Source: an optimization exercise on an open RTL-to-GDS flow (aim: small area). Production flows keep margins and buffers that such runs may drop.
For this run, only the layout was checked, not whether the RTL still works.
Power is estimated from default activity; no workload was simulated.

## flow/standard.sh

```bash
#!/bin/bash
# synth_recipe.tcl (not shown) runs the flow's synth.tcl, then flattens the netlist and writes it again
# the make line also repeats each setting of config.mk as NAME=value (left out here)
make -C /OpenROAD-flow-scripts/flow DESIGN_CONFIG=/design/flow/config.mk WORK_HOME=/design/flow/orfs CLKGATE_MAP_FILE= SYNTH_SCRIPT=/design/flow/synth_recipe.tcl "${@:-finish}"
```

## flow/constraint.sdc

```tcl
create_clock -name core_clock -period 7.0 [get_ports {i_clk}]
set_input_delay 1.4000 -clock core_clock [delete_from_list [all_inputs] [get_ports {i_clk}]]
set_output_delay 1.4000 -clock core_clock [all_outputs]
set_load 0.01 [all_outputs]
```

## flow/flow/run.sh

```bash
#!/bin/bash
# Layout flow: the standard flow (standard.sh, ORFS) with these changes:
#  - after synthesis, combinational cells are set back to drive strength 1
#    (flow/downsize.tcl, run through ORFS's POST_SYNTH_TCL hook);
#  - the port buffers that ORFS inserts on every input and output are buf_1;
#  - clock tree: all 34 registers in one sink cluster, no dummy loads.
# The synthesis itself is the standard synthesis, unchanged.
set -euo pipefail
W=$(pwd)
export POST_SYNTH_TCL="$W/flow/downsize.tcl"
export BUFFER_PORTS_ARGS="-buffer_cell sky130_fd_sc_hd__buf_1"
export CTS_ARGS="-sink_clustering_enable -repair_clock_nets -sink_clustering_size 40 -sink_clustering_max_diameter 200 -dont_use_dummy_load -buf_list sky130_fd_sc_hd__clkbuf_4 -root_buf sky130_fd_sc_hd__clkbuf_4"
bash standard.sh finish > "$W/orfs_flow.log" 2>&1
```

## flow/flow/downsize.tcl

```tcl
# Sourced by ORFS right after it loads the synthesized netlist (POST_SYNTH_TCL):
# every combinational cell that synthesis sized above drive strength 1 is set
# back to its drive-1 variant; the timing repair later in the flow upsizes
# only what the timing needs. Registers and tie cells are left alone.
set n 0
foreach inst [get_cells *] {
  set ref [get_property $inst ref_name]
  if {![regexp {^(sky130_fd_sc_hd__[a-z0-9]+)_([0-9]+)$} $ref -> base sz]} { continue }
  if {$sz <= 1} { continue }
  if {[string match "*__df*" $base] || [string match "*__conb*" $base]} { continue }
  set target ${base}_1
  if {[llength [get_lib_cells -quiet $target]] == 0} { continue }
  replace_cell $inst $target
  incr n
}
puts "downsize: $n cells set to drive strength 1"
```

## flow/design.v

```verilog
module k_a21o(input logic a1, input logic a2, input logic b1, output logic y); assign y = (a1 & a2) | b1; endmodule
module k_a21oi(input logic a1, input logic a2, input logic b1, output logic y); assign y = ~((a1 & a2) | b1); endmodule
module k_a222oi(input logic a1, input logic a2, input logic b1, input logic b2, input logic c1, input logic c2, output logic y); assign y = ~((a1 & a2) | (b1 & b2) | (c1 & c2)); endmodule
module k_and2(input logic a, input logic b, output logic y); assign y = a & b; endmodule
module k_and3(input logic a, input logic b, input logic c, output logic y); assign y = a & b & c; endmodule
module k_and4b(input logic an, input logic b, input logic c, input logic d, output logic y); assign y = ~an & b & c & d; endmodule
module k_inv(input logic a, output logic y); assign y = ~a; endmodule
module k_mux2i(input logic a0, input logic a1, input logic s, output logic y); assign y = ~(s ? a1 : a0); endmodule
module k_nand2(input logic a, input logic b, output logic y); assign y = ~(a & b); endmodule
module k_nand2b(input logic an, input logic b, output logic y); assign y = ~(~an & b); endmodule
module k_nand3(input logic a, input logic b, input logic c, output logic y); assign y = ~(a & b & c); endmodule
module k_nand3b(input logic an, input logic b, input logic c, output logic y); assign y = ~(~an & b & c); endmodule
module k_nand4(input logic a, input logic b, input logic c, input logic d, output logic y); assign y = ~(a & b & c & d); endmodule
module k_nor2(input logic a, input logic b, output logic y); assign y = ~(a | b); endmodule
module k_nor3(input logic a, input logic b, input logic c, output logic y); assign y = ~(a | b | c); endmodule
module k_nor3b(input logic a, input logic b, input logic cn, output logic y); assign y = ~(a | b | ~cn); endmodule
module k_nor4(input logic a, input logic b, input logic c, input logic d, output logic y); assign y = ~(a | b | c | d); endmodule
module k_o21ai(input logic a1, input logic a2, input logic b1, output logic y); assign y = ~((a1 | a2) & b1); endmodule
module k_or2(input logic a, input logic b, output logic y); assign y = a | b; endmodule
module k_xor2(input logic a, input logic b, output logic y); assign y = a ^ b; endmodule
module k_ha(input logic a, input logic b, output logic s, output logic co); assign s = a ^ b; assign co = a & b; endmodule
module exe_unit_w48 (i_argA, i_argB, i_oper, i_clk, i_rst, o_carry, o_result, o_status, o_error_konw, o_error_ust);
    input  logic        i_clk;
    input  logic        i_rst;
    input  logic [1:0]  i_oper;
    input  logic [31:0] i_argB;
    input  logic [31:0] i_argA;
    output logic [31:0] o_result;
    output logic [3:0]  o_status;
    output logic        o_error_konw;
    output logic        o_error_ust;
    output logic        o_carry;
    logic [31:0] a, b, w;
    logic [1:0]  op;
    logic        err_d, err_q, v_q;
    assign a  = i_argA;
    assign b  = i_argB;
    assign op = i_oper;
    logic t0, g0, t1, g1, t2, g2, t3, g3, t4, g4, t5, g5, t6, g6, t7, g7, t8, g8, t9, g9, t10, g10, t11, g11, t12, g12, t13, g13, t14, g14, t15, g15, t16, g16, t17, g17, t18, g18, t19, g19, t20, g20, t21, g21, t22, g22, t23, g23, t24, g24, t25, g25, t26, g26, t27, g27, t28, g28, t29, g29, t30, g30, t31, g31, n33, n34, n35, n36, n37, n38, n39, n40, n41, n42, n43, n44, n45, n46, n47, n48, n49, n50, n51, n52, n53, n54, n55, n56, n57, n58, n59, n60, n61, n62, n63, n64, n65, n66, n67, n68, n69, n70, n71, n72, n73, n74, n75, n76, n77, n78, n79, n80, n81, n82, n83, n84, n85, n86, n87, n88, n89, n90, n91, n92, n93, n94, n95, n96, n97, n98, n99, n100, n101, n102, n103, n104, n105, n106, n107, n108, n109, n110, n111, n112, n113, n114, n115, n116, n117, n118, n119, n120, n121, n122, n123, n124, n125, n126, n127, n128, n129, n130, n131, n132, n133, n134, n135, n136, n137, n138, n139, n140, n141, n142, n143, n144, n145, n146, n147, n148, n149, n150, n151, n152, n153, n154, n155, n156, n157, n158, n159, n160, n161, n162, n163, n164, n165, n166, n167, n168, n169, n170, n171, n172, n173, n174, n175, n176, n177, n178, n179, n180, n181, n182, n183, n184, n185, n186, n187, n188, n189, n190, n191, n192, n193, n194, n195, n196, n197, n198, n199, n200, n201, n202, n203, n204, n205, n206, n207, n208, n209, n210, n211, n212, n213, n214, n215, n216, n217, n218, n219, n220, n221, n222, n223, n224, n225, n226, n227, n228, n229, n230, n231, n232, n233, n234, n235, n236, n237, n238, n239, n240, n241, n242, n243, n244, n245, n246, n247, n248, n249, n250, n251, n252, n253, n254, n255, n256, n257, n258, n259, n260, n261, n262, n263, n264, n265, n266, n267, n268, n269, n270, n271, n272, n273, n274, n275, n276, n277, n278, n279, n280, n281, n282, n283, n284, n285, n286, n287, n288, n289, n290, n291, n292, n293, n294, n295, n296, n297, n298, n299, n300, n301, n302, n303, n304, n305, n306, n307, n308, n309, n310, n311, n312, n313, n314, n315, n316, n317, n318, n319, n320, n321, n322, n323, n324, n325, n326, n327, n328, n329, n330, n331, n332, n333, n334, n335, n336, n337, n338, n339;
    k_ha u1 (a[0], b[0], t0, g0);
    k_ha u2 (a[1], b[1], t1, g1);
    k_ha u3 (a[2], b[2], t2, g2);
    k_ha u4 (a[3], b[3], t3, g3);
    k_ha u5 (a[4], b[4], t4, g4);
    k_ha u6 (a[5], b[5], t5, g5);
    k_ha u7 (a[6], b[6], t6, g6);
    k_ha u8 (a[7], b[7], t7, g7);
    k_ha u9 (a[8], b[8], t8, g8);
    k_ha u10 (a[9], b[9], t9, g9);
    k_ha u11 (a[10], b[10], t10, g10);
    k_ha u12 (a[11], b[11], t11, g11);
    k_ha u13 (a[12], b[12], t12, g12);
    k_ha u14 (a[13], b[13], t13, g13);
    k_ha u15 (a[14], b[14], t14, g14);
    k_ha u16 (a[15], b[15], t15, g15);
    k_ha u17 (a[16], b[16], t16, g16);
    k_ha u18 (a[17], b[17], t17, g17);
    k_ha u19 (a[18], b[18], t18, g18);
    k_ha u20 (a[19], b[19], t19, g19);
    k_ha u21 (a[20], b[20], t20, g20);
    k_ha u22 (a[21], b[21], t21, g21);
    k_ha u23 (a[22], b[22], t22, g22);
    k_ha u24 (a[23], b[23], t23, g23);
    k_ha u25 (a[24], b[24], t24, g24);
    k_ha u26 (a[25], b[25], t25, g25);
    k_ha u27 (a[26], b[26], t26, g26);
    k_ha u28 (a[27], b[27], t27, g27);
    k_ha u29 (a[28], b[28], t28, g28);
    k_ha u30 (a[29], b[29], t29, g29);
    k_ha u31 (a[30], b[30], t30, g30);
    k_ha u32 (a[31], b[31], t31, g31);
    k_a21oi u33 (t13, g12, g13, n33);
    k_nand2 u34 (t13, t12, n34);
    k_a21oi u35 (t15, g14, g15, n35);
    k_nand2 u36 (t15, t14, n36);
    k_o21ai u37 (n36, n33, n35, n37);
    k_nor2 u38 (n36, n34, n38);
    k_a21oi u39 (t17, g16, g17, n39);
    k_nand2 u40 (t17, t16, n40);
    k_a21oi u41 (t19, g18, g19, n41);
    k_nand2 u42 (t19, t18, n42);
    k_o21ai u43 (n42, n39, n41, n43);
    k_nor2 u44 (n42, n40, n44);
    k_a21oi u45 (t21, g20, g21, n45);
    k_nand2 u46 (t21, t20, n46);
    k_a21oi u47 (t23, g22, g23, n47);
    k_nand2 u48 (t23, t22, n48);
    k_o21ai u49 (n48, n45, n47, n49);
    k_nor2 u50 (n48, n46, n50);
    k_a21oi u51 (t25, g24, g25, n51);
    k_nand2 u52 (t25, t24, n52);
    k_a21oi u53 (t27, g26, g27, n53);
    k_nand2 u54 (t27, t26, n54);
    k_o21ai u55 (n54, n51, n53, n55);
    k_nor2 u56 (n54, n52, n56);
    k_a21oi u57 (t29, g28, g29, n57);
    k_nand2 u58 (t29, t28, n58);
    k_a21oi u59 (t31, g30, g31, n59);
    k_nand2 u60 (t31, t30, n60);
    k_o21ai u61 (n60, n57, n59, n61);
    k_nor2 u62 (n60, n58, n62);
    k_a21o u63 (t1, g0, g1, n63);
    k_a21o u64 (t2, n63, g2, n64);
    k_a21o u65 (t3, n64, g3, n65);
    k_a21o u66 (t4, n65, g4, n66);
    k_a21o u67 (t5, n66, g5, n67);
    k_a21o u68 (t6, n67, g6, n68);
    k_a21o u69 (t7, n68, g7, n69);
    k_a21o u70 (t8, n69, g8, n70);
    k_a21o u71 (t9, n70, g9, n71);
    k_a21o u72 (t10, n71, g10, n72);
    k_a21o u73 (t11, n72, g11, n73);
    k_a21o u74 (n38, n73, n37, n74);
    k_a21o u75 (t12, n73, g12, n75);
    k_a21o u76 (t13, n75, g13, n76);
    k_a21o u77 (t14, n76, g14, n77);
    k_a21o u78 (n44, n74, n43, n78);
    k_a21o u79 (t16, n74, g16, n79);
    k_a21o u80 (t17, n79, g17, n80);
    k_a21o u81 (t18, n80, g18, n81);
    k_a21o u82 (n50, n78, n49, n82);
    k_a21o u83 (t20, n78, g20, n83);
    k_a21o u84 (t21, n83, g21, n84);
    k_a21o u85 (t22, n84, g22, n85);
    k_a21o u86 (n56, n82, n55, n86);
    k_a21o u87 (t24, n82, g24, n87);
    k_a21o u88 (t25, n87, g25, n88);
    k_a21o u89 (t26, n88, g26, n89);
    k_a21o u90 (n62, n86, n61, n90);
    k_a21o u91 (t28, n86, g28, n91);
    k_a21o u92 (t29, n91, g29, n92);
    k_a21o u93 (t30, n92, g30, n93);
    assign o_carry = n90;
    k_nand2 u94 (t0, a[0], n94);
    k_mux2i u95 (n94, b[1], t1, n95);
    k_mux2i u96 (n95, a[2], t2, n96);
    k_mux2i u97 (n96, b[3], t3, n97);
    k_mux2i u98 (n97, a[4], t4, n98);
    k_mux2i u99 (n98, b[5], t5, n99);
    k_mux2i u100 (n99, a[6], t6, n100);
    k_mux2i u101 (n100, b[7], t7, n101);
    k_mux2i u102 (n101, a[8], t8, n102);
    k_mux2i u103 (n102, b[9], t9, n103);
    k_mux2i u104 (n103, a[10], t10, n104);
    k_mux2i u105 (n104, b[11], t11, n105);
    k_mux2i u106 (n105, a[12], t12, n106);
    k_mux2i u107 (n106, b[13], t13, n107);
    k_mux2i u108 (n107, a[14], t14, n108);
    k_mux2i u109 (n108, b[15], t15, n109);
    k_mux2i u110 (n109, a[16], t16, n110);
    k_mux2i u111 (n110, b[17], t17, n111);
    k_mux2i u112 (n111, a[18], t18, n112);
    k_mux2i u113 (n112, b[19], t19, n113);
    k_mux2i u114 (n113, a[20], t20, n114);
    k_mux2i u115 (n114, b[21], t21, n115);
    k_mux2i u116 (n115, a[22], t22, n116);
    k_mux2i u117 (n116, b[23], t23, n117);
    k_mux2i u118 (n117, a[24], t24, n118);
    k_mux2i u119 (n118, b[25], t25, n119);
    k_mux2i u120 (n119, a[26], t26, n120);
    k_mux2i u121 (n120, b[27], t27, n121);
    k_mux2i u122 (n121, a[28], t28, n122);
    k_mux2i u123 (n122, b[29], t29, n123);
    k_mux2i u124 (n123, a[30], t30, n124);
    k_mux2i u125 (n124, b[31], t31, n125);
    k_nor4 u126 (b[5], b[6], b[7], b[8], n126);
    k_nor4 u127 (b[9], b[10], b[11], b[12], n127);
    k_nor4 u128 (b[13], b[14], b[15], b[16], n128);
    k_nor4 u129 (b[17], b[18], b[19], b[20], n129);
    k_nor4 u130 (b[21], b[22], b[23], b[24], n130);
    k_nor4 u131 (b[25], b[26], b[27], b[28], n131);
    k_nor3 u132 (b[29], b[30], b[31], n132);
    k_nand4 u133 (n126, n127, n128, n129, n133);
    k_nand3 u134 (n130, n131, n132, n134);
    k_or2 u135 (n133, n134, n135);
    assign o_error_ust = n135;
    k_nor4 u136 (a[0], a[1], a[2], a[3], n136);
    k_nor4 u137 (a[4], a[5], a[6], a[7], n137);
    k_nor4 u138 (a[8], a[9], a[10], a[11], n138);
    k_nor4 u139 (a[12], a[13], a[14], a[15], n139);
    k_nor4 u140 (a[16], a[17], a[18], a[19], n140);
    k_nor4 u141 (a[20], a[21], a[22], a[23], n141);
    k_nor4 u142 (a[24], a[25], a[26], a[27], n142);
    k_nor3 u143 (a[28], a[29], a[30], n143);
    k_nand4 u144 (n136, n137, n138, n139, n144);
    k_nand3b u145 (n144, n140, n141, n145);
    k_and4b u146 (n145, n142, n143, a[31], n146);
    assign o_error_konw = n146;
    k_or2 u147 (n146, n135, n147);
    k_nor2 u148 (op[0], op[1], n148);
    k_nor2 u149 (op[0], op[1], n149);
    k_nand2b u150 (op[1], op[0], n150);
    k_and3 u151 (op[0], op[1], a[31], n151);
    k_and3 u152 (op[0], op[1], a[31], n152);
    k_nor3b u153 (op[0], n135, op[1], n153);
    k_and2 u154 (n151, a[0], n154);
    k_nand2 u155 (n136, n137, n155);
    k_and2 u156 (n151, n155, n156);
    k_and2 u157 (n152, n144, n157);
    k_and2 u158 (n152, n145, n158);
    k_a21o u159 (n151, a[1], n154, n159);
    k_a21o u160 (n151, a[2], n159, n160);
    k_a21o u161 (n151, a[3], n160, n161);
    k_a21o u162 (n151, a[4], n161, n162);
    k_a21o u163 (n151, a[5], n162, n163);
    k_a21o u164 (n151, a[6], n163, n164);
    k_a21o u165 (n151, a[8], n156, n165);
    k_a21o u166 (n151, a[9], n165, n166);
    k_a21o u167 (n151, a[10], n166, n167);
    k_a21o u168 (n151, a[11], n167, n168);
    k_a21o u169 (n151, a[12], n168, n169);
    k_a21o u170 (n151, a[13], n169, n170);
    k_a21o u171 (n151, a[14], n170, n171);
    k_a21o u172 (n152, a[16], n157, n172);
    k_a21o u173 (n152, a[17], n172, n173);
    k_a21o u174 (n152, a[18], n173, n174);
    k_a21o u175 (n152, a[19], n174, n175);
    k_a21o u176 (n152, a[20], n175, n176);
    k_a21o u177 (n152, a[21], n176, n177);
    k_a21o u178 (n152, a[22], n177, n178);
    k_a21o u179 (n152, a[24], n158, n179);
    k_a21o u180 (n152, a[25], n179, n180);
    k_a21o u181 (n152, a[26], n180, n181);
    k_a21o u182 (n152, a[27], n181, n182);
    k_a21o u183 (n152, a[28], n182, n183);
    k_a21o u184 (n152, a[29], n183, n184);
    k_inv u185 (b[0], n185);
    k_inv u186 (b[1], n186);
    k_inv u187 (b[2], n187);
    k_inv u188 (b[3], n188);
    k_inv u189 (b[4], n189);
    k_and3 u190 (n185, n186, n153, n190);
    k_and3 u191 (b[0], n186, n153, n191);
    k_and3 u192 (n185, b[1], n153, n192);
    k_and3 u193 (b[0], b[1], n153, n193);
    k_and3 u194 (n187, n188, n189, n194);
    k_and3 u195 (b[2], n188, n189, n195);
    k_and3 u196 (n187, b[3], n189, n196);
    k_and3 u197 (b[2], b[3], n189, n197);
    k_and3 u198 (n187, n188, b[4], n198);
    k_and3 u199 (b[2], n188, b[4], n199);
    k_and3 u200 (n187, b[3], b[4], n200);
    k_and3 u201 (b[2], b[3], b[4], n201);
    k_a222oi u202 (n148, t0, op[1], a[0], n190, n194, n202);
    k_o21ai u203 (n150, n125, n202, n203);
    k_a222oi u204 (n148, t1, op[1], a[1], n191, n194, n204);
    k_a21oi u205 (n149, g0, n154, n205);
    k_xor2 u206 (n204, n205, n206);
    k_a222oi u207 (n148, t2, op[1], a[2], n192, n194, n207);
    k_a21oi u208 (n149, n63, n159, n208);
    k_xor2 u209 (n207, n208, n209);
    k_a222oi u210 (n148, t3, op[1], a[3], n193, n194, n210);
    k_a21oi u211 (n149, n64, n160, n211);
    k_xor2 u212 (n210, n211, n212);
    k_a222oi u213 (n148, t4, op[1], a[4], n190, n195, n213);
    k_a21oi u214 (n149, n65, n161, n214);
    k_xor2 u215 (n213, n214, n215);
    k_a222oi u216 (n148, t5, op[1], a[5], n191, n195, n216);
    k_a21oi u217 (n149, n66, n162, n217);
    k_xor2 u218 (n216, n217, n218);
    k_a222oi u219 (n148, t6, op[1], a[6], n192, n195, n219);
    k_a21oi u220 (n149, n67, n163, n220);
    k_xor2 u221 (n219, n220, n221);
    k_a222oi u222 (n148, t7, op[1], a[7], n193, n195, n222);
    k_a21oi u223 (n149, n68, n164, n223);
    k_xor2 u224 (n222, n223, n224);
    k_a222oi u225 (n148, t8, op[1], a[8], n190, n196, n225);
    k_a21oi u226 (n149, n69, n156, n226);
    k_xor2 u227 (n225, n226, n227);
    k_a222oi u228 (n148, t9, op[1], a[9], n191, n196, n228);
    k_a21oi u229 (n149, n70, n165, n229);
    k_xor2 u230 (n228, n229, n230);
    k_a222oi u231 (n148, t10, op[1], a[10], n192, n196, n231);
    k_a21oi u232 (n149, n71, n166, n232);
    k_xor2 u233 (n231, n232, n233);
    k_a222oi u234 (n148, t11, op[1], a[11], n193, n196, n234);
    k_a21oi u235 (n149, n72, n167, n235);
    k_xor2 u236 (n234, n235, n236);
    k_a222oi u237 (n148, t12, op[1], a[12], n190, n197, n237);
    k_a21oi u238 (n149, n73, n168, n238);
    k_xor2 u239 (n237, n238, n239);
    k_a222oi u240 (n148, t13, op[1], a[13], n191, n197, n240);
    k_a21oi u241 (n149, n75, n169, n241);
    k_xor2 u242 (n240, n241, n242);
    k_a222oi u243 (n148, t14, op[1], a[14], n192, n197, n243);
    k_a21oi u244 (n149, n76, n170, n244);
    k_xor2 u245 (n243, n244, n245);
    k_a222oi u246 (n148, t15, op[1], a[15], n193, n197, n246);
    k_a21oi u247 (n149, n77, n171, n247);
    k_xor2 u248 (n246, n247, n248);
    k_a222oi u249 (n148, t16, op[1], a[16], n190, n198, n249);
    k_a21oi u250 (n149, n74, n157, n250);
    k_xor2 u251 (n249, n250, n251);
    k_a222oi u252 (n148, t17, op[1], a[17], n191, n198, n252);
    k_a21oi u253 (n149, n79, n172, n253);
    k_xor2 u254 (n252, n253, n254);
    k_a222oi u255 (n148, t18, op[1], a[18], n192, n198, n255);
    k_a21oi u256 (n149, n80, n173, n256);
    k_xor2 u257 (n255, n256, n257);
    k_a222oi u258 (n148, t19, op[1], a[19], n193, n198, n258);
    k_a21oi u259 (n149, n81, n174, n259);
    k_xor2 u260 (n258, n259, n260);
    k_a222oi u261 (n148, t20, op[1], a[20], n190, n199, n261);
    k_a21oi u262 (n149, n78, n175, n262);
    k_xor2 u263 (n261, n262, n263);
    k_a222oi u264 (n148, t21, op[1], a[21], n191, n199, n264);
    k_a21oi u265 (n149, n83, n176, n265);
    k_xor2 u266 (n264, n265, n266);
    k_a222oi u267 (n148, t22, op[1], a[22], n192, n199, n267);
    k_a21oi u268 (n149, n84, n177, n268);
    k_xor2 u269 (n267, n268, n269);
    k_a222oi u270 (n148, t23, op[1], a[23], n193, n199, n270);
    k_a21oi u271 (n149, n85, n178, n271);
    k_xor2 u272 (n270, n271, n272);
    k_a222oi u273 (n148, t24, op[1], a[24], n190, n200, n273);
    k_a21oi u274 (n149, n82, n158, n274);
    k_xor2 u275 (n273, n274, n275);
    k_a222oi u276 (n148, t25, op[1], a[25], n191, n200, n276);
    k_a21oi u277 (n149, n87, n179, n277);
    k_xor2 u278 (n276, n277, n278);
    k_a222oi u279 (n148, t26, op[1], a[26], n192, n200, n279);
    k_a21oi u280 (n149, n88, n180, n280);
    k_xor2 u281 (n279, n280, n281);
    k_a222oi u282 (n148, t27, op[1], a[27], n193, n200, n282);
    k_a21oi u283 (n149, n89, n181, n283);
    k_xor2 u284 (n282, n283, n284);
    k_a222oi u285 (n148, t28, op[1], a[28], n190, n201, n285);
    k_a21oi u286 (n149, n86, n182, n286);
    k_xor2 u287 (n285, n286, n287);
    k_a222oi u288 (n148, t29, op[1], a[29], n191, n201, n288);
    k_a21oi u289 (n149, n91, n183, n289);
    k_xor2 u290 (n288, n289, n290);
    k_a222oi u291 (n148, t30, op[1], a[30], n192, n201, n291);
    k_a21oi u292 (n149, n92, n184, n292);
    k_xor2 u293 (n291, n292, n293);
    k_a222oi u294 (n148, t31, op[1], a[31], n193, n201, n294);
    k_nand2 u295 (n149, n93, n295);
    k_xor2 u296 (n294, n295, n296);
    assign w = {n296, n293, n290, n287, n284, n281, n278, n275, n272, n269, n266, n263, n260, n257, n254, n251, n248, n245, n242, n239, n236, n233, n230, n227, n224, n221, n218, n215, n212, n209, n206, n203};
    assign err_d = n147;
    k_xor2 u297 (o_result[0], o_result[1], n297);
    k_xor2 u298 (o_result[2], o_result[3], n298);
    k_xor2 u299 (o_result[4], o_result[5], n299);
    k_xor2 u300 (o_result[6], o_result[7], n300);
    k_xor2 u301 (o_result[8], o_result[9], n301);
    k_xor2 u302 (o_result[10], o_result[11], n302);
    k_xor2 u303 (o_result[12], o_result[13], n303);
    k_xor2 u304 (o_result[14], o_result[15], n304);
    k_xor2 u305 (o_result[16], o_result[17], n305);
    k_xor2 u306 (o_result[18], o_result[19], n306);
    k_xor2 u307 (o_result[20], o_result[21], n307);
    k_xor2 u308 (o_result[22], o_result[23], n308);
    k_xor2 u309 (o_result[24], o_result[25], n309);
    k_xor2 u310 (o_result[26], o_result[27], n310);
    k_xor2 u311 (o_result[28], o_result[29], n311);
    k_xor2 u312 (o_result[30], o_result[31], n312);
    k_xor2 u313 (n297, n298, n313);
    k_xor2 u314 (n299, n300, n314);
    k_xor2 u315 (n301, n302, n315);
    k_xor2 u316 (n303, n304, n316);
    k_xor2 u317 (n305, n306, n317);
    k_xor2 u318 (n307, n308, n318);
    k_xor2 u319 (n309, n310, n319);
    k_xor2 u320 (n311, n312, n320);
    k_xor2 u321 (n313, n314, n321);
    k_xor2 u322 (n315, n316, n322);
    k_xor2 u323 (n317, n318, n323);
    k_xor2 u324 (n319, n320, n324);
    k_xor2 u325 (n321, n322, n325);
    k_xor2 u326 (n323, n324, n326);
    k_xor2 u327 (n325, n326, n327);
    k_xor2 u328 (n327, v_q, n328);
    k_nor4 u329 (o_result[0], o_result[1], o_result[2], o_result[3], n329);
    k_nor4 u330 (o_result[4], o_result[5], o_result[6], o_result[7], n330);
    k_nor4 u331 (o_result[8], o_result[9], o_result[10], o_result[11], n331);
    k_nor4 u332 (o_result[12], o_result[13], o_result[14], o_result[15], n332);
    k_nor4 u333 (o_result[16], o_result[17], o_result[18], o_result[19], n333);
    k_nor4 u334 (o_result[20], o_result[21], o_result[22], o_result[23], n334);
    k_nor4 u335 (o_result[24], o_result[25], o_result[26], o_result[27], n335);
    k_nor4 u336 (o_result[28], o_result[29], o_result[30], o_result[31], n336);
    k_nand4 u337 (n329, n330, n331, n332, n337);
    k_nand4 u338 (n333, n334, n335, n336, n338);
    k_nor3b u339 (n337, n338, v_q, n339);
    assign o_status = {n328, o_result[31], n339, err_q};
    always_ff @(posedge i_clk, posedge i_rst) begin
        if (i_rst) begin
            o_result <= '0;
            err_q    <= 1'b0;
            v_q      <= 1'b0;
        end else begin
            o_result <= w;
            err_q    <= err_d;
            v_q      <= ~i_rst;
        end
    end
endmodule
```

## flow/config.mk

```make
export PLATFORM = sky130hd
export DESIGN_NAME = exe_unit_w48
export DESIGN_NICKNAME = exe_unit_w48
export VERILOG_FILES = /design/flow/design.v
export SDC_FILE = /design/flow/constraint.sdc
export NUM_CORES = 4
export LEC_CHECK = 0
export CAP_MARGIN = 0
export CORE_MARGIN = 2
export CORE_UTILIZATION = 40
export PLACE_DENSITY = 0.6
export SLEW_MARGIN = 0
export SYNTH_HIERARCHICAL = 1
```

==> results.yml <==
timing:
  holdWs_ns: 1.13
  fin_crit_ns: 6.30
  hold_viol_final: 0
  setup_viol: 0
  max_slew.worst_pin.slew_ns: 0.716
  setup-tns-final_ns: 0
  fin_crit_sh_pct: 89.9
  max_freq_mhz: 159
  rsz0062_at_grt: "no"
  maxSlewViolCount: 0
  relSlewSlack_pct: 52.2
placement:
  dp_hpwl_mm: 8.68
  placed_area_um2: 4090
  gp_congestion: 0.884
  numPortBuffers: 106
clock_tree:
  cts_buffers: 5
  cts_tree: "yes"
  cts_hold_buffers: 0
  clock-sinks: 34
  post_cts_resized: 0
  postCtsSetupRepairBufs: 0
  clk_pin_slew_ns: 0.10
  ctsLongestPathBuffers: 2
  cts-root-buf: "clkbuf_4"
  htreeDepth: 2
drt:
  drc: 0
  wirelength_mm: 11.0
  viasPerCell: 6.19
  num_vias: 3693
  avgRoutedWirePerCell_um: 18.4
  firstDrtPassIters: 10
  drtIter0Drc: 450
  ant_nets: 0
pwr:
  p_per_area_nw_per_um2: 211
  p_leak_nw: 2.05
  ir_worst_vdd_uv: 148
worst_setup_path:
  cp.required_ns: 5.60
  start_kind: "input pin"
  crit_arrival_ns: 4.90
  crit_fanout: 4
  critPathKind: "in -> out"
  cp-end-kind: "output pin"
cells_and_area:
  insertedDiodeCount: 0
  fill_cells: 858
  layout-drive-gt1-share_pct: 2.25
  area_delta_synth_final_pct: 16.7
  design_area_um2: 4130
  seq_area_um2: 851
  final_common_cell: "buf_1"
  multi_input_area_um2: 2660
  fin_nets: 591
  final_cell_mix: "buf_1 (106), xor2_1 (63), a21o_1 (57)"
hold_path:
  min-delay-path-class: "in -> async"
logic_synthesis:
  synth_area_per_cell_um2: 9.36
  yosysWarnings: 7
  syn-cell-area_um2: 3540
  mappedNetlistNets: 478
  synthCells: 378
floorplanning:
  design.core.area_um2: 8640
  initial_core_util_pct: 41.0
  io_pins: 107
  die_y_um: 98.1
  die_w_um: 98.1
  rows: 34
  die_area_um2: 9620
grt:
  grt_use_total_pct: 22.9
  gr-usage-met3_pct: 3.08
  met2_usage_pct: 38.3
  top_usage_layer: "met2"
  grt_use_met1_pct: 30.8
  antenna_found_initial: 0
  grt.overflow.total: 0
  grt_pass1_vias: 3597
  grt_max_degree: 39
  grt_pass1_wl_mm: 18.0
job:
  cap_violations: 0
outcome:
  status: "no timing/DRC/antenna violations"
[final timing paths]
check | from | to | slack, ns | cells after the start
max in group asynchronous | i_rst | o_result[8]$_DFF_PP0_ | 5.54 | 3
worst min-delay path | i_rst | o_result[26]$_DFF_PP0_ | 1.13 | 3
worst max-delay path | i_argA[1] | o_carry | 0.70 | 19
min in group core_clock | i_oper[0] | o_result[0]$_DFF_PP0_ | 1.41 | 3
[worst max-delay path: stages]
cell	delay [ns]
buf_1	0.13
ha_1	0.35
a21o_1	0.21
a21o_1	0.17
a21o_1	0.17
a21o_1	0.17
a21o_1	0.17
a21o_1	0.17
a21o_1	0.17
a21o_1	0.17
a21o_1	0.17
a21o_1	0.17
a21o_1	0.19
a21o_1	0.20
a21o_1	0.20
a21o_1	0.20
a21o_1	0.20
a21o_1	0.16
buf_1	0.12
[routing by layer]
layer	share of wire [%]	up-vias
met5	0	-
met2	47	180
li1	-	1727
met4	1.9	0
met3	7.2	16
met1	44	1770
[where the power goes]
part           internal [mW]  leakage, nW  switching (mW)  total, mW
sequential             0.232        0.402          0.0361      0.268
clock                 0.0336       0.0230          0.0607     0.0943
combinational          0.209         1.62           0.300      0.509
[sequential cells by signal (all words and copies together) (netlist names)]
| name | cells |
|---|---|
| o_result | 32 |
| err_q | 1 |
| v_q | 1 |
[area by class of cell]
cell class / instances / share of cell area, %
sequential: 34 / 20.6
inverter: 6 / 0.545
timing repair buffer: 110 / 10.4
multi-input combinational: 334 / 64.3
tap: 108 / 3.27
clock buffer: 5 / 0.909
[metrics by stage]
step           instances  utilization, %  total power, mW  worst slack, ns
5_1_grt              597            47.8            0.950            0.498
3_3_place_gp         592            47.4            0.772            0.838
4_1_cts              597            47.8            0.876            0.743
3_5_place_dp         592            47.4            0.779            0.750
2_1_floorplan        378               -            0.636             1.24
6_report             597            47.8            0.871            0.704

separate check: timing with driven ports:
The flow's constraints put no driver on any port. The routed layout listed below was extracted and timed again, unchanged, in two steps.
Step 1 (the two cells are an assumption about what drives the block):
set clk [get_ports {i_clk}]
set_driving_cell -lib_cell sky130_fd_sc_hd__clkbuf_16 $clk
set_driving_cell -lib_cell sky130_fd_sc_hd__buf_2 [delete_from_list [all_inputs] $clk]
Step 2 times the ports against the registers' clock, not the clock port: input delays grow and output delays shrink by t, the midpoint of the rising clock arrivals with the driver on.
Slacks: ideal / step 1 / step 2; pairs: ideal / step 1.
shift t [ns]: 0.350
setup slack, ns: 0.704 / 0.679 / 0.679
worst register clock-pin slew, ns: 0.10 / 0.10
After both steps this run still meets setup and hold. The setup slack of this run moves by -0.025 ns with the drivers and by -0.025 ns with both steps.
